Background: an optimization exercise with open tools, aiming at small area, a short achievable clock period and few clock cycles per item. Do not read the settings as production practice.
No functional check of the RTL was part of any run shown here.
Power and IR drop assume default switching activity.

==> design/flow/design.v <==
module unpipelined_divider #
(
    parameter N = 32
)
(
    input wire [N-1:0] dividend,
    input wire [N-1:0] divisor,
    input wire start,
    input wire rst,
    input wire clk,
    output wire [N-1:0] quotient,
    output wire [N-1:0] remainder,
    output reg done
);
    reg [N-1:0] rem_reg;    
    reg [N-1:0] dq_reg;     
    reg [4:0]   cnt;        
    reg         busy;
    wire d_nz = |divisor;
    wire sk3 = (|divisor[31:24]) | (d_nz & ~(|dividend[31:8]));
    wire sk2 = (|divisor[31:16]) | (d_nz & ~(|dividend[31:16]));
    wire sk1 = (|divisor[31:8])  | (d_nz & ~(|dividend[31:24]));
    wire [1:0] sh = sk3 ? 2'd3 : sk2 ? 2'd2 : sk1 ? 2'd1 : 2'd0;
    wire [2*N-1:0] load = {{N{1'b0}}, dividend} << {sh, 3'b000};
    wire [N:0] t = {rem_reg, dq_reg[N-1]};
    wire [N-1:0] diff;
    wire ge;
    div_step step (.a(t[N-1:0]), .b(divisor), .top(t[N]), .diff(diff), .ge(ge));
    always @(posedge clk) begin
        if (start) begin
            rem_reg <= load[2*N-1:N];
            dq_reg  <= load[N-1:0];
        end else begin
            rem_reg <= ge ? diff : t[N-1:0];
            dq_reg  <= {dq_reg[N-2:0], ge};
        end
    end
    always @(posedge clk or posedge rst) begin
        if (rst) begin
            busy <= 1'b0;
            done <= 1'b0;
            cnt  <= 5'd0;
        end else begin
            done <= busy && (cnt == 5'd31);
            if (start) begin
                busy <= 1'b1;
                cnt  <= {sh, 3'b000};
            end else if (busy) begin
                cnt <= cnt + 5'd1;
                if (cnt == 5'd31) busy <= 1'b0;
            end
        end
    end
    assign quotient  = dq_reg;
    assign remainder = rem_reg;
endmodule
module div_step (
    input  wire [31:0] a,
    input  wire [31:0] b,
    input  wire        top,
    output wire [31:0] diff,
    output wire        ge
);
    wire x = top;
    wire g0_0;
    sk_gen0 l0 (.a(a[0]), .b(b[0]), .g(g0_0));
    wire g0_1, p0_1;
    sk_gen  lg1 (.a(a[1]), .b(b[1]), .g(g0_1));
    sk_prop lp1 (.a(a[1]), .b(b[1]), .p(p0_1));
    wire g0_2, p0_2;
    sk_gen  lg2 (.a(a[2]), .b(b[2]), .g(g0_2));
    sk_prop lp2 (.a(a[2]), .b(b[2]), .p(p0_2));
    wire g0_3, p0_3;
    sk_gen  lg3 (.a(a[3]), .b(b[3]), .g(g0_3));
    sk_prop lp3 (.a(a[3]), .b(b[3]), .p(p0_3));
    wire g0_4, p0_4;
    sk_gen  lg4 (.a(a[4]), .b(b[4]), .g(g0_4));
    sk_prop lp4 (.a(a[4]), .b(b[4]), .p(p0_4));
    wire g0_5, p0_5;
    sk_gen  lg5 (.a(a[5]), .b(b[5]), .g(g0_5));
    sk_prop lp5 (.a(a[5]), .b(b[5]), .p(p0_5));
    wire g0_6, p0_6;
    sk_gen  lg6 (.a(a[6]), .b(b[6]), .g(g0_6));
    sk_prop lp6 (.a(a[6]), .b(b[6]), .p(p0_6));
    wire g0_7, p0_7;
    sk_gen  lg7 (.a(a[7]), .b(b[7]), .g(g0_7));
    sk_prop lp7 (.a(a[7]), .b(b[7]), .p(p0_7));
    wire g0_8, p0_8;
    sk_gen  lg8 (.a(a[8]), .b(b[8]), .g(g0_8));
    sk_prop lp8 (.a(a[8]), .b(b[8]), .p(p0_8));
    wire g0_9, p0_9;
    sk_gen  lg9 (.a(a[9]), .b(b[9]), .g(g0_9));
    sk_prop lp9 (.a(a[9]), .b(b[9]), .p(p0_9));
    wire g0_10, p0_10;
    sk_gen  lg10 (.a(a[10]), .b(b[10]), .g(g0_10));
    sk_prop lp10 (.a(a[10]), .b(b[10]), .p(p0_10));
    wire g0_11, p0_11;
    sk_gen  lg11 (.a(a[11]), .b(b[11]), .g(g0_11));
    sk_prop lp11 (.a(a[11]), .b(b[11]), .p(p0_11));
    wire g0_12, p0_12;
    sk_gen  lg12 (.a(a[12]), .b(b[12]), .g(g0_12));
    sk_prop lp12 (.a(a[12]), .b(b[12]), .p(p0_12));
    wire g0_13, p0_13;
    sk_gen  lg13 (.a(a[13]), .b(b[13]), .g(g0_13));
    sk_prop lp13 (.a(a[13]), .b(b[13]), .p(p0_13));
    wire g0_14, p0_14;
    sk_gen  lg14 (.a(a[14]), .b(b[14]), .g(g0_14));
    sk_prop lp14 (.a(a[14]), .b(b[14]), .p(p0_14));
    wire g0_15, p0_15;
    sk_gen  lg15 (.a(a[15]), .b(b[15]), .g(g0_15));
    sk_prop lp15 (.a(a[15]), .b(b[15]), .p(p0_15));
    wire g0_16, p0_16;
    sk_gen  lg16 (.a(a[16]), .b(b[16]), .g(g0_16));
    sk_prop lp16 (.a(a[16]), .b(b[16]), .p(p0_16));
    wire g0_17, p0_17;
    sk_gen  lg17 (.a(a[17]), .b(b[17]), .g(g0_17));
    sk_prop lp17 (.a(a[17]), .b(b[17]), .p(p0_17));
    wire g0_18, p0_18;
    sk_gen  lg18 (.a(a[18]), .b(b[18]), .g(g0_18));
    sk_prop lp18 (.a(a[18]), .b(b[18]), .p(p0_18));
    wire g0_19, p0_19;
    sk_gen  lg19 (.a(a[19]), .b(b[19]), .g(g0_19));
    sk_prop lp19 (.a(a[19]), .b(b[19]), .p(p0_19));
    wire g0_20, p0_20;
    sk_gen  lg20 (.a(a[20]), .b(b[20]), .g(g0_20));
    sk_prop lp20 (.a(a[20]), .b(b[20]), .p(p0_20));
    wire g0_21, p0_21;
    sk_gen  lg21 (.a(a[21]), .b(b[21]), .g(g0_21));
    sk_prop lp21 (.a(a[21]), .b(b[21]), .p(p0_21));
    wire g0_22, p0_22;
    sk_gen  lg22 (.a(a[22]), .b(b[22]), .g(g0_22));
    sk_prop lp22 (.a(a[22]), .b(b[22]), .p(p0_22));
    wire g0_23, p0_23;
    sk_gen  lg23 (.a(a[23]), .b(b[23]), .g(g0_23));
    sk_prop lp23 (.a(a[23]), .b(b[23]), .p(p0_23));
    wire g0_24, p0_24;
    sk_gen  lg24 (.a(a[24]), .b(b[24]), .g(g0_24));
    sk_prop lp24 (.a(a[24]), .b(b[24]), .p(p0_24));
    wire g0_25, p0_25;
    sk_gen  lg25 (.a(a[25]), .b(b[25]), .g(g0_25));
    sk_prop lp25 (.a(a[25]), .b(b[25]), .p(p0_25));
    wire g0_26, p0_26;
    sk_gen  lg26 (.a(a[26]), .b(b[26]), .g(g0_26));
    sk_prop lp26 (.a(a[26]), .b(b[26]), .p(p0_26));
    wire g0_27, p0_27;
    sk_gen  lg27 (.a(a[27]), .b(b[27]), .g(g0_27));
    sk_prop lp27 (.a(a[27]), .b(b[27]), .p(p0_27));
    wire g0_28, p0_28;
    sk_gen  lg28 (.a(a[28]), .b(b[28]), .g(g0_28));
    sk_prop lp28 (.a(a[28]), .b(b[28]), .p(p0_28));
    wire g0_29, p0_29;
    sk_gen  lg29 (.a(a[29]), .b(b[29]), .g(g0_29));
    sk_prop lp29 (.a(a[29]), .b(b[29]), .p(p0_29));
    wire g0_30, p0_30;
    sk_gen  lg30 (.a(a[30]), .b(b[30]), .g(g0_30));
    sk_prop lp30 (.a(a[30]), .b(b[30]), .p(p0_30));
    wire g0_31, p0_31;
    sk_gen  lg31 (.a(a[31]), .b(b[31]), .g(g0_31));
    sk_prop lp31 (.a(a[31]), .b(b[31]), .p(p0_31));
    wire g1_1;
    sk_dotg_p n0 (.gh(g0_1), .ph(p0_1), .gl(g0_0), .g(g1_1));
    wire g1_3, p1_3;
    sk_dot_p n1 (.gh(g0_3), .ph(p0_3), .gl(g0_2), .pl(p0_2), .g(g1_3), .p(p1_3));
    wire g1_5, p1_5;
    sk_dot_p n2 (.gh(g0_5), .ph(p0_5), .gl(g0_4), .pl(p0_4), .g(g1_5), .p(p1_5));
    wire g1_7, p1_7;
    sk_dot_p n3 (.gh(g0_7), .ph(p0_7), .gl(g0_6), .pl(p0_6), .g(g1_7), .p(p1_7));
    wire g1_9, p1_9;
    sk_dot_p n4 (.gh(g0_9), .ph(p0_9), .gl(g0_8), .pl(p0_8), .g(g1_9), .p(p1_9));
    wire g1_11, p1_11;
    sk_dot_p n5 (.gh(g0_11), .ph(p0_11), .gl(g0_10), .pl(p0_10), .g(g1_11), .p(p1_11));
    wire g1_13, p1_13;
    sk_dot_p n6 (.gh(g0_13), .ph(p0_13), .gl(g0_12), .pl(p0_12), .g(g1_13), .p(p1_13));
    wire g1_15, p1_15;
    sk_dot_p n7 (.gh(g0_15), .ph(p0_15), .gl(g0_14), .pl(p0_14), .g(g1_15), .p(p1_15));
    wire g1_17, p1_17;
    sk_dot_p n8 (.gh(g0_17), .ph(p0_17), .gl(g0_16), .pl(p0_16), .g(g1_17), .p(p1_17));
    wire g1_19, p1_19;
    sk_dot_p n9 (.gh(g0_19), .ph(p0_19), .gl(g0_18), .pl(p0_18), .g(g1_19), .p(p1_19));
    wire g1_21, p1_21;
    sk_dot_p n10 (.gh(g0_21), .ph(p0_21), .gl(g0_20), .pl(p0_20), .g(g1_21), .p(p1_21));
    wire g1_23, p1_23;
    sk_dot_p n11 (.gh(g0_23), .ph(p0_23), .gl(g0_22), .pl(p0_22), .g(g1_23), .p(p1_23));
    wire g1_25, p1_25;
    sk_dot_p n12 (.gh(g0_25), .ph(p0_25), .gl(g0_24), .pl(p0_24), .g(g1_25), .p(p1_25));
    wire g1_27, p1_27;
    sk_dot_p n13 (.gh(g0_27), .ph(p0_27), .gl(g0_26), .pl(p0_26), .g(g1_27), .p(p1_27));
    wire g1_29, p1_29;
    sk_dot_p n14 (.gh(g0_29), .ph(p0_29), .gl(g0_28), .pl(p0_28), .g(g1_29), .p(p1_29));
    wire g1_31, p1_31;
    sk_dot_p n15 (.gh(g0_31), .ph(p0_31), .gl(g0_30), .pl(p0_30), .g(g1_31), .p(p1_31));
    wire g2_2;
    sk_dotg_pi n16 (.gh(g0_2), .ph(p0_2), .gl(g1_1), .g(g2_2));
    wire g2_3;
    sk_dotg_n n17 (.gh(g1_3), .ph(p1_3), .gl(g1_1), .g(g2_3));
    wire g2_6, p2_6;
    sk_dot_pi n18 (.gh(g0_6), .ph(p0_6), .gl(g1_5), .pl(p1_5), .g(g2_6), .p(p2_6));
    wire g2_7, p2_7;
    sk_dot_n n19 (.gh(g1_7), .ph(p1_7), .gl(g1_5), .pl(p1_5), .g(g2_7), .p(p2_7));
    wire g2_10, p2_10;
    sk_dot_pi n20 (.gh(g0_10), .ph(p0_10), .gl(g1_9), .pl(p1_9), .g(g2_10), .p(p2_10));
    wire g2_11, p2_11;
    sk_dot_n n21 (.gh(g1_11), .ph(p1_11), .gl(g1_9), .pl(p1_9), .g(g2_11), .p(p2_11));
    wire g2_14, p2_14;
    sk_dot_pi n22 (.gh(g0_14), .ph(p0_14), .gl(g1_13), .pl(p1_13), .g(g2_14), .p(p2_14));
    wire g2_15, p2_15;
    sk_dot_n n23 (.gh(g1_15), .ph(p1_15), .gl(g1_13), .pl(p1_13), .g(g2_15), .p(p2_15));
    wire g2_18, p2_18;
    sk_dot_pi n24 (.gh(g0_18), .ph(p0_18), .gl(g1_17), .pl(p1_17), .g(g2_18), .p(p2_18));
    wire g2_19, p2_19;
    sk_dot_n n25 (.gh(g1_19), .ph(p1_19), .gl(g1_17), .pl(p1_17), .g(g2_19), .p(p2_19));
    wire g2_22, p2_22;
    sk_dot_pi n26 (.gh(g0_22), .ph(p0_22), .gl(g1_21), .pl(p1_21), .g(g2_22), .p(p2_22));
    wire g2_23, p2_23;
    sk_dot_n n27 (.gh(g1_23), .ph(p1_23), .gl(g1_21), .pl(p1_21), .g(g2_23), .p(p2_23));
    wire g2_26, p2_26;
    sk_dot_pi n28 (.gh(g0_26), .ph(p0_26), .gl(g1_25), .pl(p1_25), .g(g2_26), .p(p2_26));
    wire g2_27, p2_27;
    sk_dot_n n29 (.gh(g1_27), .ph(p1_27), .gl(g1_25), .pl(p1_25), .g(g2_27), .p(p2_27));
    wire g2_30, p2_30;
    sk_dot_pi n30 (.gh(g0_30), .ph(p0_30), .gl(g1_29), .pl(p1_29), .g(g2_30), .p(p2_30));
    wire g2_31, p2_31;
    sk_dot_n n31 (.gh(g1_31), .ph(p1_31), .gl(g1_29), .pl(p1_29), .g(g2_31), .p(p2_31));
    wire g3_4;
    sk_dotg_p n32 (.gh(g0_4), .ph(p0_4), .gl(g2_3), .g(g3_4));
    wire g3_5;
    sk_dotg_ni n33 (.gh(g1_5), .ph(p1_5), .gl(g2_3), .g(g3_5));
    wire g3_6;
    sk_dotg_ni n34 (.gh(g2_6), .ph(p2_6), .gl(g2_3), .g(g3_6));
    wire g3_7;
    sk_dotg_p n35 (.gh(g2_7), .ph(p2_7), .gl(g2_3), .g(g3_7));
    wire g3_12, p3_12;
    sk_dot_p n36 (.gh(g0_12), .ph(p0_12), .gl(g2_11), .pl(p2_11), .g(g3_12), .p(p3_12));
    wire g3_13, p3_13;
    sk_dot_ni n37 (.gh(g1_13), .ph(p1_13), .gl(g2_11), .pl(p2_11), .g(g3_13), .p(p3_13));
    wire g3_14, p3_14;
    sk_dot_ni n38 (.gh(g2_14), .ph(p2_14), .gl(g2_11), .pl(p2_11), .g(g3_14), .p(p3_14));
    wire g3_15, p3_15;
    sk_dot_p n39 (.gh(g2_15), .ph(p2_15), .gl(g2_11), .pl(p2_11), .g(g3_15), .p(p3_15));
    wire g3_20, p3_20;
    sk_dot_p n40 (.gh(g0_20), .ph(p0_20), .gl(g2_19), .pl(p2_19), .g(g3_20), .p(p3_20));
    wire g3_21, p3_21;
    sk_dot_ni n41 (.gh(g1_21), .ph(p1_21), .gl(g2_19), .pl(p2_19), .g(g3_21), .p(p3_21));
    wire g3_22, p3_22;
    sk_dot_ni n42 (.gh(g2_22), .ph(p2_22), .gl(g2_19), .pl(p2_19), .g(g3_22), .p(p3_22));
    wire g3_23, p3_23;
    sk_dot_p n43 (.gh(g2_23), .ph(p2_23), .gl(g2_19), .pl(p2_19), .g(g3_23), .p(p3_23));
    wire g3_28, p3_28;
    sk_dot_p n44 (.gh(g0_28), .ph(p0_28), .gl(g2_27), .pl(p2_27), .g(g3_28), .p(p3_28));
    wire g3_29, p3_29;
    sk_dot_ni n45 (.gh(g1_29), .ph(p1_29), .gl(g2_27), .pl(p2_27), .g(g3_29), .p(p3_29));
    wire g3_30, p3_30;
    sk_dot_ni n46 (.gh(g2_30), .ph(p2_30), .gl(g2_27), .pl(p2_27), .g(g3_30), .p(p3_30));
    wire g3_31, p3_31;
    sk_dot_p n47 (.gh(g2_31), .ph(p2_31), .gl(g2_27), .pl(p2_27), .g(g3_31), .p(p3_31));
    wire g4_8;
    sk_dotg_pi n48 (.gh(g0_8), .ph(p0_8), .gl(g3_7), .g(g4_8));
    wire g4_9;
    sk_dotg_n n49 (.gh(g1_9), .ph(p1_9), .gl(g3_7), .g(g4_9));
    wire g4_10;
    sk_dotg_n n50 (.gh(g2_10), .ph(p2_10), .gl(g3_7), .g(g4_10));
    wire g4_11;
    sk_dotg_pi n51 (.gh(g2_11), .ph(p2_11), .gl(g3_7), .g(g4_11));
    wire g4_12;
    sk_dotg_n n52 (.gh(g3_12), .ph(p3_12), .gl(g3_7), .g(g4_12));
    wire g4_13;
    sk_dotg_pi n53 (.gh(g3_13), .ph(p3_13), .gl(g3_7), .g(g4_13));
    wire g4_14;
    sk_dotg_pi n54 (.gh(g3_14), .ph(p3_14), .gl(g3_7), .g(g4_14));
    wire g4_15;
    sk_dotg_n n55 (.gh(g3_15), .ph(p3_15), .gl(g3_7), .g(g4_15));
    wire g4_24, p4_24;
    sk_dot_pi n56 (.gh(g0_24), .ph(p0_24), .gl(g3_23), .pl(p3_23), .g(g4_24), .p(p4_24));
    wire g4_25, p4_25;
    sk_dot_n n57 (.gh(g1_25), .ph(p1_25), .gl(g3_23), .pl(p3_23), .g(g4_25), .p(p4_25));
    wire g4_26, p4_26;
    sk_dot_n n58 (.gh(g2_26), .ph(p2_26), .gl(g3_23), .pl(p3_23), .g(g4_26), .p(p4_26));
    wire g4_27, p4_27;
    sk_dot_pi n59 (.gh(g2_27), .ph(p2_27), .gl(g3_23), .pl(p3_23), .g(g4_27), .p(p4_27));
    wire g4_28, p4_28;
    sk_dot_n n60 (.gh(g3_28), .ph(p3_28), .gl(g3_23), .pl(p3_23), .g(g4_28), .p(p4_28));
    wire g4_29, p4_29;
    sk_dot_pi n61 (.gh(g3_29), .ph(p3_29), .gl(g3_23), .pl(p3_23), .g(g4_29), .p(p4_29));
    wire g4_30, p4_30;
    sk_dot_pi n62 (.gh(g3_30), .ph(p3_30), .gl(g3_23), .pl(p3_23), .g(g4_30), .p(p4_30));
    wire g4_31, p4_31;
    sk_dot_n n63 (.gh(g3_31), .ph(p3_31), .gl(g3_23), .pl(p3_23), .g(g4_31), .p(p4_31));
    wire g5_16;
    sk_dotg_p n64 (.gh(g0_16), .ph(p0_16), .gl(g4_15), .g(g5_16));
    wire g5_17;
    sk_dotg_ni n65 (.gh(g1_17), .ph(p1_17), .gl(g4_15), .g(g5_17));
    wire g5_18;
    sk_dotg_ni n66 (.gh(g2_18), .ph(p2_18), .gl(g4_15), .g(g5_18));
    wire g5_19;
    sk_dotg_p n67 (.gh(g2_19), .ph(p2_19), .gl(g4_15), .g(g5_19));
    wire g5_20;
    sk_dotg_ni n68 (.gh(g3_20), .ph(p3_20), .gl(g4_15), .g(g5_20));
    wire g5_21;
    sk_dotg_p n69 (.gh(g3_21), .ph(p3_21), .gl(g4_15), .g(g5_21));
    wire g5_22;
    sk_dotg_p n70 (.gh(g3_22), .ph(p3_22), .gl(g4_15), .g(g5_22));
    wire g5_23;
    sk_dotg_ni n71 (.gh(g3_23), .ph(p3_23), .gl(g4_15), .g(g5_23));
    wire g5_24;
    sk_dotg_ni n72 (.gh(g4_24), .ph(p4_24), .gl(g4_15), .g(g5_24));
    wire g5_25;
    sk_dotg_p n73 (.gh(g4_25), .ph(p4_25), .gl(g4_15), .g(g5_25));
    wire g5_26;
    sk_dotg_p n74 (.gh(g4_26), .ph(p4_26), .gl(g4_15), .g(g5_26));
    wire g5_27;
    sk_dotg_ni n75 (.gh(g4_27), .ph(p4_27), .gl(g4_15), .g(g5_27));
    wire g5_28;
    sk_dotg_p n76 (.gh(g4_28), .ph(p4_28), .gl(g4_15), .g(g5_28));
    wire g5_29;
    sk_dotg_ni n77 (.gh(g4_29), .ph(p4_29), .gl(g4_15), .g(g5_29));
    wire g5_30;
    sk_dotg_ni n78 (.gh(g4_30), .ph(p4_30), .gl(g4_15), .g(g5_30));
    wire g5_31;
    sk_dotg_p_x n79 (.gh(g4_31), .ph(p4_31), .gl(g4_15), .x(x), .g(g5_31));
    assign ge = ~g5_31;
    sk_diff0 s0 (.a(a[0]), .b(b[0]), .s(diff[0]));
    sk_sum s1 (.p(p0_1), .c(g0_0), .s(diff[1]));
    sk_sumn s2 (.p(p0_2), .c(g1_1), .s(diff[2]));
    sk_sumn s3 (.p(p0_3), .c(g2_2), .s(diff[3]));
    sk_sum s4 (.p(p0_4), .c(g2_3), .s(diff[4]));
    sk_sumn s5 (.p(p0_5), .c(g3_4), .s(diff[5]));
    sk_sum s6 (.p(p0_6), .c(g3_5), .s(diff[6]));
    sk_sum s7 (.p(p0_7), .c(g3_6), .s(diff[7]));
    sk_sumn s8 (.p(p0_8), .c(g3_7), .s(diff[8]));
    sk_sumn s9 (.p(p0_9), .c(g4_8), .s(diff[9]));
    sk_sum s10 (.p(p0_10), .c(g4_9), .s(diff[10]));
    sk_sum s11 (.p(p0_11), .c(g4_10), .s(diff[11]));
    sk_sumn s12 (.p(p0_12), .c(g4_11), .s(diff[12]));
    sk_sum s13 (.p(p0_13), .c(g4_12), .s(diff[13]));
    sk_sumn s14 (.p(p0_14), .c(g4_13), .s(diff[14]));
    sk_sumn s15 (.p(p0_15), .c(g4_14), .s(diff[15]));
    sk_sum s16 (.p(p0_16), .c(g4_15), .s(diff[16]));
    sk_sumn s17 (.p(p0_17), .c(g5_16), .s(diff[17]));
    sk_sum s18 (.p(p0_18), .c(g5_17), .s(diff[18]));
    sk_sum s19 (.p(p0_19), .c(g5_18), .s(diff[19]));
    sk_sumn s20 (.p(p0_20), .c(g5_19), .s(diff[20]));
    sk_sum s21 (.p(p0_21), .c(g5_20), .s(diff[21]));
    sk_sumn s22 (.p(p0_22), .c(g5_21), .s(diff[22]));
    sk_sumn s23 (.p(p0_23), .c(g5_22), .s(diff[23]));
    sk_sum s24 (.p(p0_24), .c(g5_23), .s(diff[24]));
    sk_sum s25 (.p(p0_25), .c(g5_24), .s(diff[25]));
    sk_sumn s26 (.p(p0_26), .c(g5_25), .s(diff[26]));
    sk_sumn s27 (.p(p0_27), .c(g5_26), .s(diff[27]));
    sk_sum s28 (.p(p0_28), .c(g5_27), .s(diff[28]));
    sk_sumn s29 (.p(p0_29), .c(g5_28), .s(diff[29]));
    sk_sum s30 (.p(p0_30), .c(g5_29), .s(diff[30]));
    sk_sum s31 (.p(p0_31), .c(g5_30), .s(diff[31]));
endmodule
module sk_gen0 (input wire a, input wire b, output wire g);
    assign g = a | ~b;
endmodule
module sk_gen (input wire a, input wire b, output wire g);
    assign g = a & ~b;
endmodule
module sk_prop (input wire a, input wire b, output wire p);
    assign p = ~(a ^ b);
endmodule
module sk_dot_p (input wire gh, input wire ph, input wire gl, input wire pl,
                 output wire g, output wire p);
    assign g = ~(gh | (ph & gl));
    assign p = ~(ph & pl);
endmodule
module sk_dot_pi (input wire gh, input wire ph, input wire gl, input wire pl,
                  output wire g, output wire p);
    assign g = ~(gh | (ph & ~gl));
    assign p = ~(ph & ~pl);
endmodule
module sk_dot_n (input wire gh, input wire ph, input wire gl, input wire pl,
                 output wire g, output wire p);
    assign g = ~(gh & (ph | gl));
    assign p = ~(ph | pl);
endmodule
module sk_dot_ni (input wire gh, input wire ph, input wire gl, input wire pl,
                  output wire g, output wire p);
    assign g = ~(gh & (ph | ~gl));
    assign p = ~(ph | ~pl);
endmodule
module sk_dotg_p (input wire gh, input wire ph, input wire gl, output wire g);
    assign g = ~(gh | (ph & gl));
endmodule
module sk_dotg_pi (input wire gh, input wire ph, input wire gl, output wire g);
    assign g = ~(gh | (ph & ~gl));
endmodule
module sk_dotg_n (input wire gh, input wire ph, input wire gl, output wire g);
    assign g = ~(gh & (ph | gl));
endmodule
module sk_dotg_ni (input wire gh, input wire ph, input wire gl, output wire g);
    assign g = ~(gh & (ph | ~gl));
endmodule
module sk_dotg_p_x (input wire gh, input wire ph, input wire gl, input wire x,
                    output wire g);
    assign g = ~(x | gh | (ph & gl));
endmodule
module sk_dotg_pi_x (input wire gh, input wire ph, input wire gl, input wire x,
                     output wire g);
    assign g = ~(x | gh | (ph & ~gl));
endmodule
module sk_dotg_n_x (input wire gh, input wire ph, input wire gl, input wire x,
                    output wire g);
    assign g = x | ~(gh & (ph | gl));
endmodule
module sk_dotg_ni_x (input wire gh, input wire ph, input wire gl, input wire x,
                     output wire g);
    assign g = x | ~(gh & (ph | ~gl));
endmodule
module sk_sum (input wire p, input wire c, output wire s);
    assign s = p ^ c;
endmodule
module sk_sumn (input wire p, input wire c, output wire s);
    assign s = ~(p ^ c);
endmodule
module sk_diff0 (input wire a, input wire b, output wire s);
    assign s = a ^ b;
endmodule
==> design/flow/flow/run.sh <==
#!/bin/bash
# The standard layout, with the port buffers set to the library's smallest
# plain buffer (buffer_ports otherwise picks a delay cell) and the settings
# below passed to the ORFS make.
set -euo pipefail
export BUFFER_PORTS_ARGS="-buffer_cell sky130_fd_sc_hd__buf_1"

bash standard.sh > standard.log 2>&1
==> design/flow/standard.sh <==
#!/bin/bash
# synth_recipe.tcl (not shown) runs the flow's synth.tcl, then flattens the netlist and writes it again
# the make line also repeats each setting of config.mk as NAME=value (left out here)
make -C /OpenROAD-flow-scripts/flow DESIGN_CONFIG=/design/flow/config.mk WORK_HOME=/design/flow/orfs CLKGATE_MAP_FILE= SYNTH_SCRIPT=/design/flow/synth_recipe.tcl "${@:-finish}"
==> design/flow/config.mk <==
export PLATFORM = sky130hd
export DESIGN_NAME = unpipelined_divider
export DESIGN_NICKNAME = unpipelined_divider
export VERILOG_FILES = /design/flow/design.v
export SDC_FILE = /design/flow/constraint.sdc
export NUM_CORES = 4
export LEC_CHECK = 0
export CAP_MARGIN = 20
export CORE_MARGIN = 2
export CORE_UTILIZATION = 55
export CTS_BUF_LIST = sky130_fd_sc_hd__clkbuf_4 sky130_fd_sc_hd__clkbuf_8
export SETUP_SLACK_MARGIN = 1.0
export SLEW_MARGIN = 20
export SYNTH_HIERARCHICAL = 1
export SYNTH_MINIMUM_KEEP_SIZE = 0
==> design/flow/constraint.sdc <==
create_clock -name core_clock -period 4.0 [get_ports {clk}]
set_input_delay 0.8000 -clock core_clock [delete_from_list [all_inputs] [get_ports {clk}]]
set_output_delay 0.8000 -clock core_clock [all_outputs]
set_load 0.01 [all_outputs]
==> impl_metrics.yaml, run 1 <==
status:
  status: "complete, no violations"
drt:
  via_per_inst: 5.71
  ant_nets: 0
  dr.first_iter.drc_count: 214
  vias: 5029
  drcViolationCount: 0
  drt_first_pass_iters: 4
  drt_wl_total_um: 15200
  routedWlPerCell_um: 17.3
clock_tree:
  path_clk_slew_ns: 0.09
  htreeDepth: 3
  root_buffer: "clkbuf_8"
  clockBufferDepth: 2
  insertion_delay_ns: 0.36
  cts_buffers: 9
  cts_tree: "yes"
  cts.sinks: 71
logic_synthesis:
  ys_seq_area_share_pct: 26.6
  netlist_top_cells_area: "dfxtp_1 (23%), mux2i_1 (12%), nor2b_4 (7.8%), a21oi_2 (7.5%), xnor2_1 (7.5%)"
  yosys.area.top_type: "dfxtp_1"
  ys_warn_count: 7
  ys_types: 47
  syn_inst: 614
  synth_seq_cells: 71
  avgSynthCellArea_um2: 8.91
  ys.flop_type: "dfxtp_1"
  synth_edf_count: 0
  async_flop_share_pct: 9.86
  synth_top_area_share_pct: 23.4
  syn_area_um2: 5470
critical_path:
  path_max_fanout: 9
  cp-startpoint: "divisor[12]"
  end_kind: "flip-flop"
  crit_top_cell: "or4_4"
  cp_slowest_cell: "or4_4"
  path_class: "input pin to flip-flop"
  r2r-start: "rem_reg[0]"
  path_cells: "buf_1, or4_4, or4_4, a21o_1, a211oi_2, buf_4, mux2i_2, o21bai_1"
  cp-start-kind: "input pin"
  rrSetupSlack_ns: 1.40
  worst_ep_arrival_time_ns: 3.23
  required_ns: 4.24
  crit_path_max_incr_delay_ns: 0.58
die:
  die-height_um: 104
  die_w_um: 104
  initial_core_util_pct: 56.2
  pin_count: 132
  dieArea_um2: 10800
  rows: 36
  core_um2: 9730
power:
  combPwrFrac_pct: 45.9
  leakagePower_nw: 2.58
  irDropWorstVdd_uv: 262
  p_per_area_nw_per_um2: 443
  power_mw: 2.91
  power.internal_mw: 1.76
  p_switching_mw: 1.15
  clkPwrFrac_pct: 22.9
  pwr-share-seq_pct: 31.2
  sw_frac_of_total_pct: 39.6
placed_design:
  gp_congestion: 0.893
  dpl-instance-area_um2: 6160
  port_buffers: 131
  dpl.hpwl_um: 11600
layout:
  fin_util_pct: 67.5
  area_delta_synth_final_pct: 20.0
  nNetsFinal: 811
  fillers: 874
  final_area_um2: 6560
  diodes: 0
  drive_above_1_share_pct: 22.6
  final-seq-area_um2: 1460
  multi_input_area_um2: 3960
sta:
  timing.hold.ws_ns: 0.327
  fin_tns_setup_ns: 0
  slew_viol_final: 0
  period_share_pct: 74.7
  tightest_slew_ns: 0.592
  fmax_ghz: 0.335
  finalSetupViolCount: 0
  post-route-min-period_ns: 2.99
  slew_headroom_pct: 60.5
  hold_viol_final: 0
  fin_skew_ns: 0.00978
  rsz0062_at_grt: "yes"
global_routing:
  grt_pass1_wl_um: 24600
  antenna_found_initial: 0
  grt_overflow_total: 0
  grt_pass1_vias: 4890
  grt_start_max_net_pins: 59
  gr-usage-all-layers_pct: 28.0
min_path:
  hp-class: "input pin to asynchronous set/reset pin"
job:
  max_cap_violations: 0
area by class of cell:
type	count	area share [%]
sequential	71	22.2
timing repair buffer	145	9.46
clock inverter	7	1.58
tap	133	2.54
multi-input combinational	479	60.3
inverter	36	2.06
clock buffer	9	1.89
cells in the final DEF, fill, tap and decap left out, drive strengths merged, types with 7 or more instances in the layout:
master,synthesis,routed
nand2,50,50
a22o,8,8
a21oi,57,57
buf,13,142
xor2,19,19
nor2,33,33
dfxtp,64,64
a32oi,8,8
or4,7,7
o21bai,7,7
nor2b,37,37
mux2i,67,67
nor4,18,18
xnor2,47,47
o2bb2ai,8,8
clkbuf,15,12
nand2b,12,12
inv,36,38
o22ai,16,16
a22oi,8,8
dfrtp,7,7
and3,8,8
a221o,7,7
o21ai,40,40
routing by layer:
layer  GRT usage (%)  wire length (µm)  vias to the layer above
met3            4.59               769                       27
met5               0                 0                        -
met1            37.1              6800                     2413
li1                -                 -                     2452
met4            9.27               308                        0
met2            46.5              7340                      137
per-module statistics from Yosys, one instance, submodules excluded, excerpt:
| module | flip-flops and latches | area (µm²) |
|---|---|---|
| sk_sumn | 0 | 8.76 |
| sk_dotg_ni | 0 | 12.5 |
| sk_diff0 | 0 | 8.76 |
| div_step | 0 | 3.75 |
| sk_dotg_n | 0 | 5.00 |
| sk_prop | 0 | 8.76 |
| sk_dotg_pi | 0 | 12.5 |
| sk_dotg_p | 0 | 8.76 |
| sk_sum | 0 | 8.76 |
| sk_dotg_p_x | 0 | 12.5 |
| sk_dot_n | 0 | 12.5 |
| sk_dot_p | 0 | 12.5 |
| sk_dot_pi | 0 | 18.8 |
| sk_gen0 | 0 | 6.26 |
| sk_dot_ni | 0 | 15.0 |
| unpipelined_divider | 71 | 3470 |
worst max-delay path: cells and delay by family:
| kind | cells | cell delay, ns |
|---|---|---|
| mux | 1 | 0.26 |
| simple gates | 2 | 1.15 |
| buf+inv | 2 | 0.38 |
| compound gates | 3 | 0.62 |
Yosys cell counts, drive strengths merged, types with 3 or more instances:
cell     number
a21oi        57
a221o         7
a22o          8
a22oi         8
a32oi         8
and3          8
buf          13
clkbuf       15
dfrtp         7
dfxtp        64
inv          36
mux2i        67
nand2        50
nand2b       12
nand4         3
nor2         33
nor2b        37
nor4         18
o21ai        40
o21bai        7
o22ai        16
o2bb2ai       8
or4           7
xnor2        47
xor2         19
timing repair:
| item | CTS | global route |
|---|---|---|
| setup buffers | 0 | 1 |
| pin swaps | 0 | 2 |
| endpoints found under the setup margin | 23 | 33 |
| hold buffers | 0 | 0 |
| resized for setup | 3 | 27 |
per-stage QoR:
stage	cells	setup slack [ns]
global route	880	0.955
global placement	863	0.568
floorplan	614	0.759
finish	880	1.01
detailed placement	863	0.541
CTS	879	1.01
power groups by stage:
stage               clock (mW)  combinational, mW  sequential [mW]
floorplan                    0              0.992            0.926
global placement             0               1.28            0.910
detailed placement           0               1.30            0.911
CTS                      0.672               1.31            0.898
global route             0.701               1.46            0.922
finish                   0.666               1.34            0.908
final timing paths:
| check | to | cells past startpoint |
|---|---|---|
| setup / recovery | dq_reg[24] | 8 |
| max in group asynchronous | cnt[0] | 2 |
| min in group core_clock | dq_reg[11] | 1 |
| setup reg to reg | rem_reg[3] | 12 |
| hold / removal | done | 2 |
| hold reg to reg | dq_reg[11] | 1 |
logic make-up after synthesis:
logic type,after synthesis,synth area share [%]
buffers and inverters,64,4.96
xor gates and xnor gates,66,10.6
muxes,67,12.3
DFF,71,26.6
AOI/OAI and AO/OA,170,24.4
adders and majority gates,2,0.457
and+or+nand+nor,174,20.8
==> run 2, diff against run 1 <==
--- a/design/flow/config.mk
+++ b/design/flow/config.mk
@@ -11,3 +11,3 @@
 export CTS_BUF_LIST = sky130_fd_sc_hd__clkbuf_4 sky130_fd_sc_hd__clkbuf_8
-export SETUP_SLACK_MARGIN = 1.0
+export SETUP_SLACK_MARGIN = 1.5
 export SLEW_MARGIN = 20
==> run 2 against run 1 <==
  * Still clean on timing, DRC and antenna
  * Synthesized cell count unchanged
  * Clock skew up 0.0040 ns
  * Clock-buffer cell count stayed put
  * Hold slack got worse by 0.0053 ns
  * Wire length is 20% higher
  * Combinational power increased by 28%
  * Total power rose by 10%
  * Design area up 16%
  * Non-clock buffer count is 41 higher
  * Die area unchanged
  * Critical path type unchanged
  * Critical endpoint is now dq_reg[29]
==> impl_metrics.yaml, run 2 <==
logic_synthesis:
  ys_types: 47
  avgSynthCellArea_um2: 8.91
  synth_edf_count: 0
  synth_top_area_share_pct: 23.4
  syn_area_um2: 5470
  ys.flop_type: "dfxtp_1"
  yosysMostFrequentCell: "mux2i_1"
  netlist_top_cells_area: "dfxtp_1 (23%), mux2i_1 (12%), nor2b_4 (7.8%), a21oi_2 (7.5%), xnor2_1 (7.5%)"
  ys_seq_area_share_pct: 26.6
  async_flop_share_pct: 9.86
  synth_common_cells: "mux2i_1 (67), dfxtp_1 (64), nand2_1 (50)"
  syn_inst: 614
  ys_warn_count: 7
  synth_seq_cells: 71
  yosys.area.top_type: "dfxtp_1"
critical_path:
  path_class: "input pin to flip-flop"
  end_kind: "flip-flop"
  cp_slowest_cell: "or4_4"
  critPathBufInv: 3
  cp-start-kind: "input pin"
  reg2reg_to: "rem_reg[2]"
  crit_path_max_incr_delay_ns: 0.62
  r2r-start: "rem_reg[19]"
  r2r_cells: 12
  path_max_fanout: 5
  crit_family: "simple AND/OR/NAND/NOR gates"
  crit_top_cell: "or4_4"
  rrSetupSlack_ns: 1.58
  path_cells: "buf_12, or4_4, or4_4, a21o_4, a211oi_4, buf_4, buf_6, mux2i_1, o21bai_1"
  worst_ep_arrival_time_ns: 3.13
  required_ns: 4.25
sta:
  finalSetupViolCount: 0
  fmax_ghz: 0.347
  fin_skew_ns: 0.0138
  fin_tns_setup_ns: 0
  slew_viol_final: 0
  post-route-min-period_ns: 2.88
  slew_headroom_pct: 58.7
  period_share_pct: 72.1
  rsz0062_at_grt: "yes"
  hold_viol_final: 0
  timing.hold.ws_ns: 0.322
  tightest_slew_ns: 0.619
layout:
  multi_input_area_um2: 4460
  drive_above_1_share_pct: 36.0
  final-seq-area_um2: 1460
  nNetsFinal: 855
  diodes: 0
  area_delta_synth_final_pct: 39.2
  fillers: 695
  final_cell_mix: "buf_1 (105), dfxtp_1 (64), mux2i_1 (63)"
  layout_commonest_cell: "buf_1"
  final_area_um2: 7610
clock_tree:
  cts_tree: "yes"
  root_buffer: "clkbuf_8"
  cts_buffers: 9
  htreeDepth: 3
  path_clk_slew_ns: 0.09
  cts.sinks: 71
  insertion_delay_ns: 0.36
  clockBufferDepth: 2
global_routing:
  grt_pass1_wl_um: 26400
  antenna_found_initial: 0
  grt_overflow_total: 0
  grt_start_max_net_pins: 38
  grt_pass1_vias: 5104
  gr-usage-all-layers_pct: 30.3
power:
  irDropWorstVdd_uv: 257
  leakagePower_nw: 3.07
  p_per_area_nw_per_um2: 422
job:
  max_cap_violations: 0
die:
  die-height_um: 104
  die_w_um: 104
  dieArea_um2: 10800
  rows: 36
  initial_core_util_pct: 56.2
  pin_count: 132
  core_um2: 9730
status:
  status: "complete, no violations"
drt:
  dr.first_iter.drc_count: 440
  via_per_inst: 6.06
  drt_wl_total_um: 18300
  drcViolationCount: 0
  ant_nets: 0
  drt_first_pass_iters: 5
  vias: 5598
  routedWlPerCell_um: 19.8
min_path:
  hp-class: "input pin to asynchronous set/reset pin"
placed_design:
  port_buffers: 131
  dpl-instance-area_um2: 6360
  gp_congestion: 0.922
  dpl.hpwl_um: 11600
==> run 2: area by class of cell <==
class                      count  area share, %
clock buffer                   9           1.63
clock inverter                 7          0.904
inverter                      36           1.77
multi-input combinational    482           58.6
sequential                    71           19.1
tap                          133           2.19
timing repair buffer         186           15.7
==> run 2: Yosys stat by module, one instance, submodules excluded, excerpt <==
module	flip-flops and latches	cells inside	copies in the design	area (µm²)
sk_sumn	0	1	15	8.76
sk_dotg_pi	0	2	5	12.5
sk_gen0	0	1	1	6.26
sk_prop	0	1	31	8.76
sk_dot_p	0	2	21	12.5
sk_dotg_p_x	0	1	1	12.5
sk_dot_pi	0	3	11	18.8
sk_gen	0	1	31	13.8
sk_diff0	0	1	1	8.76
==> run 2: report_power, final <==
part / internal, mW / switching [mW] / total, mW
Clock: 0.246 / 0.330 / 0.576
Sequential: 0.793 / 0.138 / 0.931
Combinational: 0.828 / 0.879 / 1.71
==> run 2: how the worst max path moves through the flow <==
stage,startpoint,end,depth (start not counted)
6_report,divisor[2],dq_reg[29],9
5_1_grt,divisor[2],dq_reg[30],9
4_1_cts,divisor[9],rem_reg[14],8
3_5_place_dp,divisor[9],rem_reg[7],8
3_3_place_gp,divisor[9],rem_reg[7],8
2_1_floorplan,divisor[13],dq_reg[28],9
==> run 2: metrics by stage <==
| stage | utilization (%) | setup slack (ns) | instances | total power [mW] |
|---|---|---|---|---|
| floorplan | - | 0.760 | 614 | 2.01 |
| global placement | 65.3 | 0.528 | 861 | 2.27 |
| detailed placement | 65.3 | 0.454 | 861 | 2.30 |
| CTS | 72.7 | 1.20 | 895 | 2.99 |
| global route | 78.3 | 1.11 | 924 | 3.38 |
| finish | 78.3 | 1.12 | 924 | 3.21 |
==> run 2: logic make-up (layout without fill, tap and decap cells) <==
logic type	count (synthesis)	in the layout	synth area share, %
simple gates	174	175	20.8
buf+inv	64	238	4.96
compound gates	170	172	24.4
flops	71	71	26.6
mux	67	67	12.3
xor+xnor	66	66	10.6
fa+ha+maj	2	2	0.457
==> run 2: layer usage <==
metal | vias to the layer above | GRT usage [%] | part of all wire [%]
li1 | 2554 | - | -
met1 | 2675 | 38.9 | 39
met2 | 315 | 50.9 | 49
met3 | 54 | 5.85 | 8.9
met4 | 0 | 10.4 | 3.0
met5 | - | 0 | 0
==> run 2: repair_timing <==
action,4_1_cts,5_1_grt
pin swaps,20,32
buffers inserted,13,25
cloned,5,4
resized for setup,85,70
hold buffers,0,0
endpoints found under the setup margin,66,66
==> run 3, diff against run 2 <==
--- a/design/flow/design.v
+++ b/design/flow/design.v
@@ -18,7 +18,13 @@
     reg         busy;
-    wire d_nz = |divisor;
-    wire sk3 = (|divisor[31:24]) | (d_nz & ~(|dividend[31:8]));
-    wire sk2 = (|divisor[31:16]) | (d_nz & ~(|dividend[31:16]));
-    wire sk1 = (|divisor[31:8])  | (d_nz & ~(|dividend[31:24]));
-    wire [1:0] sh = sk3 ? 2'd3 : sk2 ? 2'd2 : sk1 ? 2'd1 : 2'd0;
+    wire [3:0] d_any, x_any;
+    genvar k;
+    generate
+        for (k = 0; k < 4; k = k + 1) begin : byte_or
+            or8 od (.a(divisor[8*k +: 8]), .y(d_any[k]));
+            or8 ox (.a(dividend[8*k +: 8]), .y(x_any[k]));
+        end
+    endgenerate
+    wire sk3, sk2, sk1;
+    skip_dec sd (.d_any(d_any), .x_any(x_any), .sk3(sk3), .sk2(sk2), .sk1(sk1));
+    wire [1:0] sh = {sk2, sk3 | (sk1 & ~sk2)};
     wire [2*N-1:0] load = {{N{1'b0}}, dividend} << {sh, 3'b000};
@@ -28,10 +34,13 @@
     div_step step (.a(t[N-1:0]), .b(divisor), .top(t[N]), .diff(diff), .ge(ge));
-    always @(posedge clk) begin
-        if (start) begin
-            rem_reg <= load[2*N-1:N];
-            dq_reg  <= load[N-1:0];
-        end else begin
-            rem_reg <= ge ? diff : t[N-1:0];
-            dq_reg  <= {dq_reg[N-2:0], ge};
+    wire [N-1:0] rem_a, rem_b, rem_next;
+    generate
+        for (k = 0; k < N; k = k + 1) begin : rnext
+            mux2 ma (.s(start), .a(diff[k]), .b(load[N+k]), .y(rem_a[k]));
+            mux2 mb (.s(start), .a(t[k]), .b(load[N+k]), .y(rem_b[k]));
+            mux2 mg (.s(ge), .a(rem_b[k]), .b(rem_a[k]), .y(rem_next[k]));
         end
+    endgenerate
+    always @(posedge clk) begin
+        rem_reg <= rem_next;
+        dq_reg  <= start ? load[N-1:0] : {dq_reg[N-2:0], ge};
     end
@@ -353,2 +362,15 @@
 endmodule
+module mux2 (input wire s, input wire a, input wire b, output wire y);
+    assign y = s ? b : a;
+endmodule
+module or8 (input wire [7:0] a, output wire y);
+    assign y = |a;
+endmodule
+module skip_dec (input wire [3:0] d_any, input wire [3:0] x_any,
+                 output wire sk3, output wire sk2, output wire sk1);
+    wire d_nz = |d_any;
+    assign sk3 = d_any[3] | (d_nz & ~(|x_any[3:1]));
+    assign sk2 = (|d_any[3:2]) | (d_nz & ~(|x_any[3:2]));
+    assign sk1 = (|d_any[3:1]) | (d_nz & ~x_any[3]);
+endmodule
 module sk_gen0 (input wire a, input wire b, output wire g);
==> design/flow/flow/run.sh (replaced) <==
#!/bin/bash
# The standard layout (standard.sh) with two changes:
#  - the final ABC mapping of the standard synthesis uses flow/abc_map.script
#    (ORFS's speed script without its blanket upsizing);
#  - the port buffers are the library's smallest plain buffer (buffer_ports
#    otherwise picks a delay cell).
set -euo pipefail
here=$(pwd)
export FLOW_SYNTH_TCL=$here/synth_recipe.tcl
export MY_ABC_SCRIPT=$here/flow/abc_map.script
export BUFFER_PORTS_ARGS="-buffer_cell sky130_fd_sc_hd__buf_1"
sed "s#SYNTH_SCRIPT=[^ ]*#SYNTH_SCRIPT=$here/flow/my_synth.tcl#" standard.sh > my_standard.sh
grep -q "SYNTH_SCRIPT=$here/flow/my_synth.tcl" my_standard.sh
bash my_standard.sh > standard.log 2>&1
==> design/flow/flow/abc_map.script (new file) <==
&get -n
&st
&dch
&nf
&st
&syn2
&if -g -K 6
&synch2
&nf
&st
&syn2
&if -g -K 6
&synch2
&nf
&st
&syn2
&if -g -K 6
&synch2
&nf
&st
&syn2
&if -g -K 6
&synch2
&nf
&st
&syn2
&if -g -K 6
&synch2
&nf
&put
buffer -c
topo
stime -c

dnsize -c
==> design/flow/flow/my_synth.tcl (new file) <==
# The standard flow's synthesis (synth_recipe.tcl, unchanged), except that the final ABC
# technology mapping runs flow/abc_map.script instead of ORFS's speed script
proc abc {args} {
  set i [lsearch -exact $args -script]
  if {$i >= 0} {
    lset args [expr {$i + 1}] $::env(MY_ABC_SCRIPT)
  }
  yosys abc {*}$args
}
source $::env(FLOW_SYNTH_TCL)
--- a/design/flow/config.mk
+++ b/design/flow/config.mk
@@ -11,3 +11,3 @@
 export CTS_BUF_LIST = sky130_fd_sc_hd__clkbuf_4 sky130_fd_sc_hd__clkbuf_8
-export SETUP_SLACK_MARGIN = 1.5
+export SETUP_SLACK_MARGIN = 1.0
 export SLEW_MARGIN = 20
==> run 3 against run 2 <==
  * Hold slack improved by 0.0077 ns
  * Clock power down 0.9%
  * Cell count up 1.5%
  * Synthesized area increased by 0.73%
  * Sequential cell count unchanged
  * Wire length is 16% lower
  * Largest cell class unchanged
  * Largest power group unchanged
==> impl_metrics.yaml, run 3 <==
global_routing:
  grtUsageMet2_pct: 44.6
  grt_pass1_vias: 4940
  grt_busiest_layer: "met2"
  grtUsageMet1_pct: 35.4
  gr-usage-all-layers_pct: 26.8
  antenna_found_initial: 0
  use_met3_pct: 5.14
  grt_pass1_wl_um: 23800
  grt_start_max_net_pins: 61
  grt_overflow_total: 0
die:
  die_w_um: 104
  pin_count: 132
  rows: 36
  dieArea_um2: 10800
  initial_core_util_pct: 56.6
  die-height_um: 104
  core_um2: 9730
power:
  irDropWorstVdd_uv: 393
  leakagePower_nw: 2.84
  p_per_area_nw_per_um2: 643
critical_path:
  crit_top_cell: "mux2_2"
  path_class: "input pin to flip-flop"
  end_kind: "flip-flop"
  worst_ep_arrival_time_ns: 3.20
  required_ns: 4.25
  cp-start-kind: "input pin"
  cp_slowest_cell: "o41ai_4"
  path_cells: "buf_1, nor4_1, nand2_1, o41ai_4, clkbuf_8, mux2i_1, nor2_1, a31o_2, mux2_2, mux2_2"
  path_max_fanout: 7
  crit_path_max_incr_delay_ns: 0.47
logic_synthesis:
  syn_inst: 638
  ys_warn_count: 7
  syn_area_um2: 5510
  avgSynthCellArea_um2: 8.64
layout:
  fillers: 847
  drive_above_1_share_pct: 22.0
  diodes: 0
  nNetsFinal: 869
  area_delta_synth_final_pct: 21.2
  final_cell_mix: "buf_1 (130), mux2_2 (96), dfxtp_1 (64)"
  layout_commonest_cell: "buf_1"
  final_area_um2: 6680
clock_tree:
  ctsHoldBuffers: 0
  cts.sinks: 71
  root_buffer: "clkbuf_8"
  cts_tree: "yes"
  path_clk_slew_ns: 0.09
  htreeDepth: 3
  insertion_delay_ns: 0.35
  cts_buffers: 9
  clockBufferDepth: 2
placed_design:
  gp_congestion: 0.893
  dpl.hpwl_um: 11400
  port_buffers: 131
  dpl-instance-area_um2: 6270
sta:
  fin_skew_ns: 0.0127
  slew_headroom_pct: 49.4
  period_share_pct: 73.8
  finalSetupViolCount: 0
  fin_tns_setup_ns: 0
  post-route-min-period_ns: 2.95
  hold_viol_final: 0
  rsz0062_at_grt: "yes"
  slew_viol_final: 0
  tightest_slew_ns: 0.758
  fmax_ghz: 0.339
drt:
  drt_first_pass_iters: 5
  dr.first_iter.drc_count: 255
  via_per_inst: 5.63
  vias: 5281
  drt_wl_total_um: 15300
  ant_nets: 0
  drcViolationCount: 0
  routedWlPerCell_um: 16.4
job:
  max_cap_violations: 0
status:
  status: "complete, no violations"
min_path:
  hp-class: "input pin to asynchronous set/reset pin"
-- run 3: worst max-delay path, delay by kind of cell --
| kind | cells | cell delay, ns |
|---|---|---|
| muxes | 3 | 0.74 |
| AOI/OAI and AO/OA | 2 | 0.70 |
| and+or+nand+nor | 3 | 0.52 |
| buffers and inverters | 2 | 0.43 |
-- run 3: what timing repair did --
action,in CTS,in global routing
buffers inserted,0,9
endpoints found under the hold margin,0,0
pin swaps,0,3
setup endpoints to repair,33,46
gates resized for setup,3,24
cloned,0,3
-- run 3: worst paths after layout --
check                                   from     endpoint  cells past startpoint  slack, ns
worst max-delay path            dividend[30]   rem_reg[3]                     10       1.05
worst min-delay path                     rst         busy                      2       0.33
worst max register to register   rem_reg[19]  rem_reg[15]                      9       1.39
worst min register to register    dq_reg[12]   dq_reg[13]                      1       0.47
max in group asynchronous                rst       cnt[4]                      2       3.46
min in group core_clock           dq_reg[12]   dq_reg[13]                      1       0.47
-- run 3: power by group --
group	leakage [nW]	total (mW)	switching, mW	internal [mW]
clock	0.0892	0.571	0.333	0.239
combinational	2.14	2.57	1.28	1.28
sequential	0.614	1.16	0.236	0.921
total	2.84	4.29	1.85	2.44
-- run 3: area by class of cell --
class	count	area (µm²)	area share, %
clock inverter	7	61.3	0.918
multi-input combinational	525	4040	60.5
sequential	71	1460	21.8
inverter	39	150	2.25
clock buffer	9	124	1.85
timing repair inverter	1	5.00	0.0749
tap	133	166	2.49
timing repair buffer	153	677	10.1
-- run 3: metal layers --
metal	wire, µm	vias to the layer above
met5	0	-
met1	6930	2487
met4	171	0
met2	7240	204
met3	1010	17
li1	-	2573
-- run 3: stage by stage --
stage | std cells | power, mW | hold slack (ns) | setup WS (ns) | utilization (%)
after global placement | 910 | 3.52 | 0.439 | 0.458 | 64.4
after floorplan | 653 | 2.96 | 0.488 | 1.00 | -
after global routing | 938 | 4.64 | 0.353 | 0.987 | 68.7
after detailed placement | 910 | 3.59 | 0.449 | 0.336 | 64.4
final | 938 | 4.29 | 0.330 | 1.05 | 68.7
after CTS | 926 | 4.18 | 0.325 | 1.02 | 66.4
==> run 4, diff against run 3 <==
--- a/design/flow/design.v
+++ b/design/flow/design.v
@@ -34,8 +34,9 @@
     div_step step (.a(t[N-1:0]), .b(divisor), .top(t[N]), .diff(diff), .ge(ge));
-    wire [N-1:0] rem_a, rem_b, rem_next;
+    wire take;
+    and2b tk (.a(ge), .b_n(start), .y(take));
+    wire [N-1:0] rem_hold = start ? load[2*N-1:N] : t[N-1:0];
+    wire [N-1:0] rem_next;
     generate
         for (k = 0; k < N; k = k + 1) begin : rnext
-            mux2 ma (.s(start), .a(diff[k]), .b(load[N+k]), .y(rem_a[k]));
-            mux2 mb (.s(start), .a(t[k]), .b(load[N+k]), .y(rem_b[k]));
-            mux2 mg (.s(ge), .a(rem_b[k]), .b(rem_a[k]), .y(rem_next[k]));
+            mux2 mg (.s(take), .a(rem_hold[k]), .b(diff[k]), .y(rem_next[k]));
         end
@@ -362,2 +363,5 @@
 endmodule
+module and2b (input wire a, input wire b_n, output wire y);
+    assign y = a & ~b_n;
+endmodule
 module mux2 (input wire s, input wire a, input wire b, output wire y);
--- a/design/flow/config.mk
+++ b/design/flow/config.mk
@@ -11,3 +11,3 @@
 export CTS_BUF_LIST = sky130_fd_sc_hd__clkbuf_4 sky130_fd_sc_hd__clkbuf_8
-export SETUP_SLACK_MARGIN = 1.0
+export SETUP_SLACK_MARGIN = 1.5
 export SLEW_MARGIN = 20
==> run 4 against run 3 <==
  * Still clean
  * Register-to-register slack better by 0.22 ns
  * Via count up 1.4%
  * Non-clock buffer count increased by 15
  * Cell count decreased by 5.9%
  * Clock power is essentially flat
  * Die area fell by 8.8%
  * Wire length increased by 8.9%
  * Synthesized cell count down 4.2%
  * Worst setup slack gained 0.35 ns
  * Critical path type unchanged
  * Largest cell class unchanged
==> impl_metrics.yaml, run 4 <==
job:
  max_cap_violations: 0
layout:
  nNetsFinal: 839
  final_area_um2: 7080
  fin_util_pct: 80.8
  final-seq-area_um2: 1460
  multi_input_area_um2: 4160
  fillers: 605
  layoutNonFillerInstCount: 883
  final_cell_mix: "buf_1 (82), dfxtp_1 (64), a21oi_1 (43)"
  drive_above_1_share_pct: 32.0
  layout_commonest_cell: "buf_1"
  area_delta_synth_final_pct: 41.4
  diodes: 0
die:
  dieArea_um2: 9880
  core_um2: 8760
  pin_count: 132
  die_w_um: 99.4
  rows: 34
  initial_core_util_pct: 57.1
  die-height_um: 99.4
sta:
  post-route-min-period_ns: 2.60
  slew_viol_final: 0
  tightest_slew_ns: 0.429
  finalSetupViolCount: 0
  slew_headroom_pct: 71.3
  rsz0062_at_grt: "yes"
  fin_tns_setup_ns: 0
  fmax_ghz: 0.384
  period_share_pct: 65.0
  hold_viol_final: 0
  fin_skew_ns: 0.00739
drt:
  drt_wl_total_um: 16700
  vias: 5357
  drt_first_pass_iters: 6
  drcViolationCount: 0
  routedWlPerCell_um: 18.9
  via_per_inst: 6.07
  dr.first_iter.drc_count: 384
  ant_nets: 0
placed_design:
  gp_congestion: 0.933
  dpl.hpwl_um: 10800
  dpl.cell_count: 836
  port_buffers: 131
  dpl-instance-area_um2: 5820
logic_synthesis:
  avgSynthCellArea_um2: 8.19
  syn_area_um2: 5010
  syn_inst: 611
  ys_warn_count: 7
global_routing:
  grt_busiest_layer: "met2"
  grt_pass1_wl_um: 24300
  grt_overflow_total: 0
  grtUsageMet1_pct: 41.1
  antenna_found_initial: 0
  grt_pass1_vias: 4935
  gr-usage-all-layers_pct: 30.5
  use_met3_pct: 4.85
  grtUsageMet2_pct: 49.5
  grt_start_max_net_pins: 37
critical_path:
  worst_ep_arrival_time_ns: 2.86
  end_kind: "flip-flop"
  path_cells: "buf_6, nor4_4, nand2_2, o41ai_4, buf_6, mux2_2, nand2_1, a31oi_1, mux2_2"
  cp-start-kind: "input pin"
  path_max_fanout: 6
  crit_path_max_incr_delay_ns: 0.49
  required_ns: 4.26
  cp_slowest_cell: "o41ai_4"
  path_class: "input pin to flip-flop"
power:
  pwr-share-seq_pct: 29.5
  clkPwrFrac_pct: 15.8
  p_per_area_nw_per_um2: 513
  p_switching_mw: 1.57
  irDropWorstVdd_uv: 338
  leakagePower_nw: 3.05
  sw_frac_of_total_pct: 43.1
  power.internal_mw: 2.07
  combPwrFrac_pct: 54.7
clock_tree:
  insertion_delay_ns: 0.36
  cts_tree: "yes"
  cts.sinks: 71
  htreeDepth: 3
  clockBufferDepth: 2
  path_clk_slew_ns: 0.09
  root_buffer: "clkbuf_8"
  ctsHoldBuffers: 0
  cts_buffers: 9
min_path:
  hp-class: "input pin to asynchronous set/reset pin"
status:
  status: "complete, no violations"
run 4: repair_timing:
| action | in CTS | in global routing |
|---|---|---|
| resized for setup | 82 | 139 |
| cloned | 4 | 1 |
| setup buffers | 13 | 13 |
| endpoints found under the setup margin | 63 | 61 |
| pin swaps | 16 | 34 |
run 4: path summary, 6_finish.rpt:
kind | startpoint | endpoint | slack [ns] | cells after the start
max | dividend[18] | rem_reg[0] | 1.40 | 9
min | rst | cnt[0] | 0.31 | 2
max reg2reg | rem_reg[0] | rem_reg[21] | 1.61 | 10
min reg2reg | dq_reg[12] | dq_reg[13] | 0.46 | 1
max in group asynchronous | rst | cnt[1] | 3.49 | 2
min in group core_clock | dq_reg[12] | dq_reg[13] | 0.46 | 1
run 4: through the flow:
| step | setup slack, ns | total power, mW | hold slack [ns] |
|---|---|---|---|
| 2_1_floorplan | 1.03 | 2.23 | 0.488 |
| 5_1_grt | 1.37 | 3.83 | 0.327 |
| 4_1_cts | 1.50 | 3.35 | 0.318 |
| 3_5_place_dp | 0.407 | 2.64 | 0.448 |
| 6_report | 1.40 | 3.63 | 0.313 |
| 3_3_place_gp | 0.534 | 2.60 | 0.443 |
run 4: cell type report:
| class | instances | area share [%] |
|---|---|---|
| Inverter | 39 | 2.07 |
| Clock buffer | 9 | 1.75 |
| Sequential cell | 71 | 20.6 |
| Multi-Input combinational cell | 481 | 58.8 |
| Tap cell | 108 | 1.91 |
| Clock inverter | 7 | 0.902 |
| Timing Repair Buffer | 168 | 14.0 |
run 4: critical path: cells and delay by family:
family | cells | cell delay [ns]
AO/OA/AOI/OAI | 2 | 0.59
multiplexers | 2 | 0.62
buffers and inverters | 2 | 0.33
AND/OR/NAND/NOR | 3 | 0.51
run 4: layer usage:
metal,vias up,wire length [µm]
li1,2477,-
met4,0,464
met1,2525,6940
met2,303,7950
met5,-,0
met3,52,1360
run 4: power by group through the flow:
| stage | Combinational (mW) | Sequential [mW] | Clock [mW] |
|---|---|---|---|
| after detailed placement | 1.59 | 1.05 | 0 |
| after floorplan | 1.16 | 1.08 | 0 |
| after global routing | 2.13 | 1.10 | 0.603 |
| final | 1.99 | 1.07 | 0.573 |
| after CTS | 1.74 | 1.04 | 0.572 |
| after global placement | 1.56 | 1.04 | 0 |
==> run 5, diff against run 4 <==
--- a/design/flow/config.mk
+++ b/design/flow/config.mk
@@ -11,3 +11,3 @@
 export CTS_BUF_LIST = sky130_fd_sc_hd__clkbuf_4 sky130_fd_sc_hd__clkbuf_8
-export SETUP_SLACK_MARGIN = 1.5
+export SETUP_SLACK_MARGIN = 2.0
 export SLEW_MARGIN = 20
==> run 5 against run 4 <==
  * Cell count is 4.2% higher
  * Sequential cell count is the same
  * Non-clock buffer count up 38
  * Combinational power grew 31%
  * Critical path type unchanged
  * Sequential share of layout area is 2.5 points lower
  * Core utilization increased by 11 points
  * Global-route usage rose by 7.5 points
  * Critical path depth rose by 2
==> impl_metrics.yaml, run 5 <==
critical_path:
  cp-start-kind: "input pin"
  worst_ep_arrival_time_ns: 3.10
  r2r-start: "rem_reg[0]"
  required_ns: 4.25
  path_class: "input pin to flip-flop"
  rrSetupSlack_ns: 1.32
  end_kind: "flip-flop"
  r2r_cells: 11
  path_max_fanout: 5
  reg2reg_to: "rem_reg[9]"
logic_synthesis:
  syn_inst: 611
  ys_warn_count: 7
  avgSynthCellArea_um2: 8.19
  syn_area_um2: 5010
power:
  p_switching_mw: 1.97
  pwr-share-seq_pct: 26.1
  combPwrFrac_pct: 60.4
  p_per_area_nw_per_um2: 537
  leakagePower_nw: 3.45
  clkPwrFrac_pct: 13.5
  sw_frac_of_total_pct: 45.5
  irDropWorstVdd_uv: 446
  power.internal_mw: 2.36
sta:
  post-route-min-period_ns: 2.85
  finalSetupViolCount: 0
  rsz0062_at_grt: "yes"
  slew_headroom_pct: 57.3
  tightest_slew_ns: 0.640
  slew_viol_final: 0
  setup_slack_ns: 1.15
  fin_skew_ns: 0.00551
  hold_viol_final: 0
  fmax_ghz: 0.351
  period_share_pct: 71.2
  fin_tns_setup_ns: 0
clock_tree:
  cts_tree: "yes"
  path_clk_slew_ns: 0.09
  cts.sinks: 71
  clockBufferDepth: 2
  ctsHoldBuffers: 0
  htreeDepth: 3
  insertion_delay_ns: 0.36
  root_buffer: "clkbuf_8"
  cts_buffers: 9
layout:
  layout_commonest_cell: "buf_1"
  area_delta_synth_final_pct: 60.8
  nNetsFinal: 876
  final_cell_mix: "buf_1 (78), dfxtp_1 (64), buf_4 (52)"
  drive_above_1_share_pct: 39.8
  diodes: 0
drt:
  via_per_inst: 6.89
  drt_first_pass_iters: 6
  drcViolationCount: 0
  vias: 6338
  ant_nets: 0
  routedWlPerCell_um: 26.0
  drt_wl_total_um: 23900
  dr.first_iter.drc_count: 743
die:
  dieArea_um2: 9880
  core_um2: 8760
  rows: 34
  die_w_um: 99.4
  initial_core_util_pct: 57.1
  pin_count: 132
  die-height_um: 99.4
global_routing:
  grt_pass1_wl_um: 29500
  antenna_found_initial: 0
  grt_pass1_vias: 5591
  grt_overflow_total: 0
  gr-usage-all-layers_pct: 38.1
  grt_start_max_net_pins: 37
job:
  max_cap_violations: 0
placed_design:
  port_buffers: 131
  dpl.hpwl_um: 11200
  dp_slack_ns: 0.648
  gp_congestion: 0.893
status:
  status: "complete, no violations"
min_path:
  hp-class: "input pin to asynchronous set/reset pin"
## run 5: cell count changes in the layout (fill, tap and decap cells not counted), sizes merged
cell and delta:
nor2b -1, buf +53, clkbuf -15
## run 5: metrics by stage
step | std cells | area, µm² | hold WS, ns | power (mW) | utilization (%)
after floorplan | 611 | 5440 | 0.488 | 2.25 | -
after global placement | 836 | 5970 | 0.452 | 2.61 | 68.2
after detailed placement | 836 | 5970 | 0.459 | 2.67 | 68.2
after CTS | 901 | 7670 | 0.319 | 3.91 | 87.6
after global routing | 920 | 8050 | 0.346 | 4.46 | 91.8
final | 920 | 8050 | 0.319 | 4.33 | 91.8
## run 5: worst max-delay path by stage
stage,cells past startpoint,endpoint,start,slack (ns)
2_1_floorplan,9,rem_reg[0],divisor[3],1.03
5_1_grt,11,rem_reg[14],divisor[4],1.13
3_3_place_gp,11,rem_reg[1],divisor[18],0.79
6_report,11,rem_reg[14],divisor[4],1.15
4_1_cts,10,rem_reg[7],dividend[20],1.55
3_5_place_dp,11,rem_reg[15],divisor[18],0.65
## run 5: power groups by stage
| stage | clock network, mW | logic (mW) | registers [mW] |
|---|---|---|---|
| finish | 0.584 | 2.61 | 1.13 |
| global route | 0.606 | 2.71 | 1.14 |
| CTS | 0.566 | 2.25 | 1.10 |
| detailed placement | 0 | 1.62 | 1.05 |
| global placement | 0 | 1.57 | 1.04 |
| floorplan | 0 | 1.17 | 1.08 |
## run 5: layer usage
layer / global-route usage (%) / part of all wire (%) / vias to the layer above
li1: - / - / 2560
met2: 63.1 / 46 / 643
met1: 47.4 / 35 / 2928
met3: 8.36 / 11 / 207
met4: 17.4 / 8.3 / 0
met5: 0 / 0 / -
## run 5: cell type report
type	count	area, µm²
Multi-Input combinational cell	480	4520
Timing Repair Buffer	206	1600
Sequential cell	71	1460
Fill cell	306	716
Inverter	39	151
Tap cell	108	135
Clock buffer	9	124
Clock inverter	7	61.3
## run 5: timing repair
item,CTS,global route
resized for setup,254,57
pin swaps,74,32
setup buffers,41,19
endpoints found under the setup margin,66,66
endpoints found under the hold margin,0,0
cloned,8,0
## run 5: critical path, stage by stage
cell and delay [ns]:
buf_2 0.15, nor4_2 0.40, nand2_2 0.18, nor3_4 0.28
o41ai_4 0.10, buf_6 0.16, buf_16 0.15, buf_8 0.13
mux2i_2 0.28, o2bb2ai_1 0.16, mux2_2 0.30

static timing again, ports no longer ideal:
Ports are ideal in the flow. The routed layouts listed here were re-timed in OpenROAD.
Step 1 (the two cells are an assumption about what drives the block):
set clk [get_ports {clk}]
set_driving_cell -lib_cell sky130_fd_sc_hd__clkbuf_16 $clk
set_driving_cell -lib_cell sky130_fd_sc_hd__buf_2 [delete_from_list [all_inputs] $clk]
Step 2 moves the port delays by t, midway between the first and last clock arrival at a register: inputs arrive t later, outputs are due t later. That takes back most of the time a late clock gives input paths.
Three values: no drivers, after step 1, after step 2; two values: the first two.
run	t (ns)	slack for setup (ns)	slew at the worst register clock pin (ns)	worst slew at a driven data input, ns	cell pins on the clock port's net
run 1	0.389	1.014 / 1.027 / 0.638	0.09 / 0.09	0.04	1
run 2	0.394	1.116 / 1.107 / 0.714	0.10 / 0.10	0.07	1
run 3	0.383	1.049 / 1.062 / 0.679	0.09 / 0.09	0.06	1
run 4	0.392	1.399 / 1.393 / 1.001	0.09 / 0.09	0.07	1
run 5	0.401	1.154 / 1.167 / 0.767	0.09 / 0.09	0.07	1
After both steps every run listed still meets setup and hold. For run 2, which loses most, drivers alone change the setup slack by -0.009 ns; drivers and shift together by -0.402 ns.
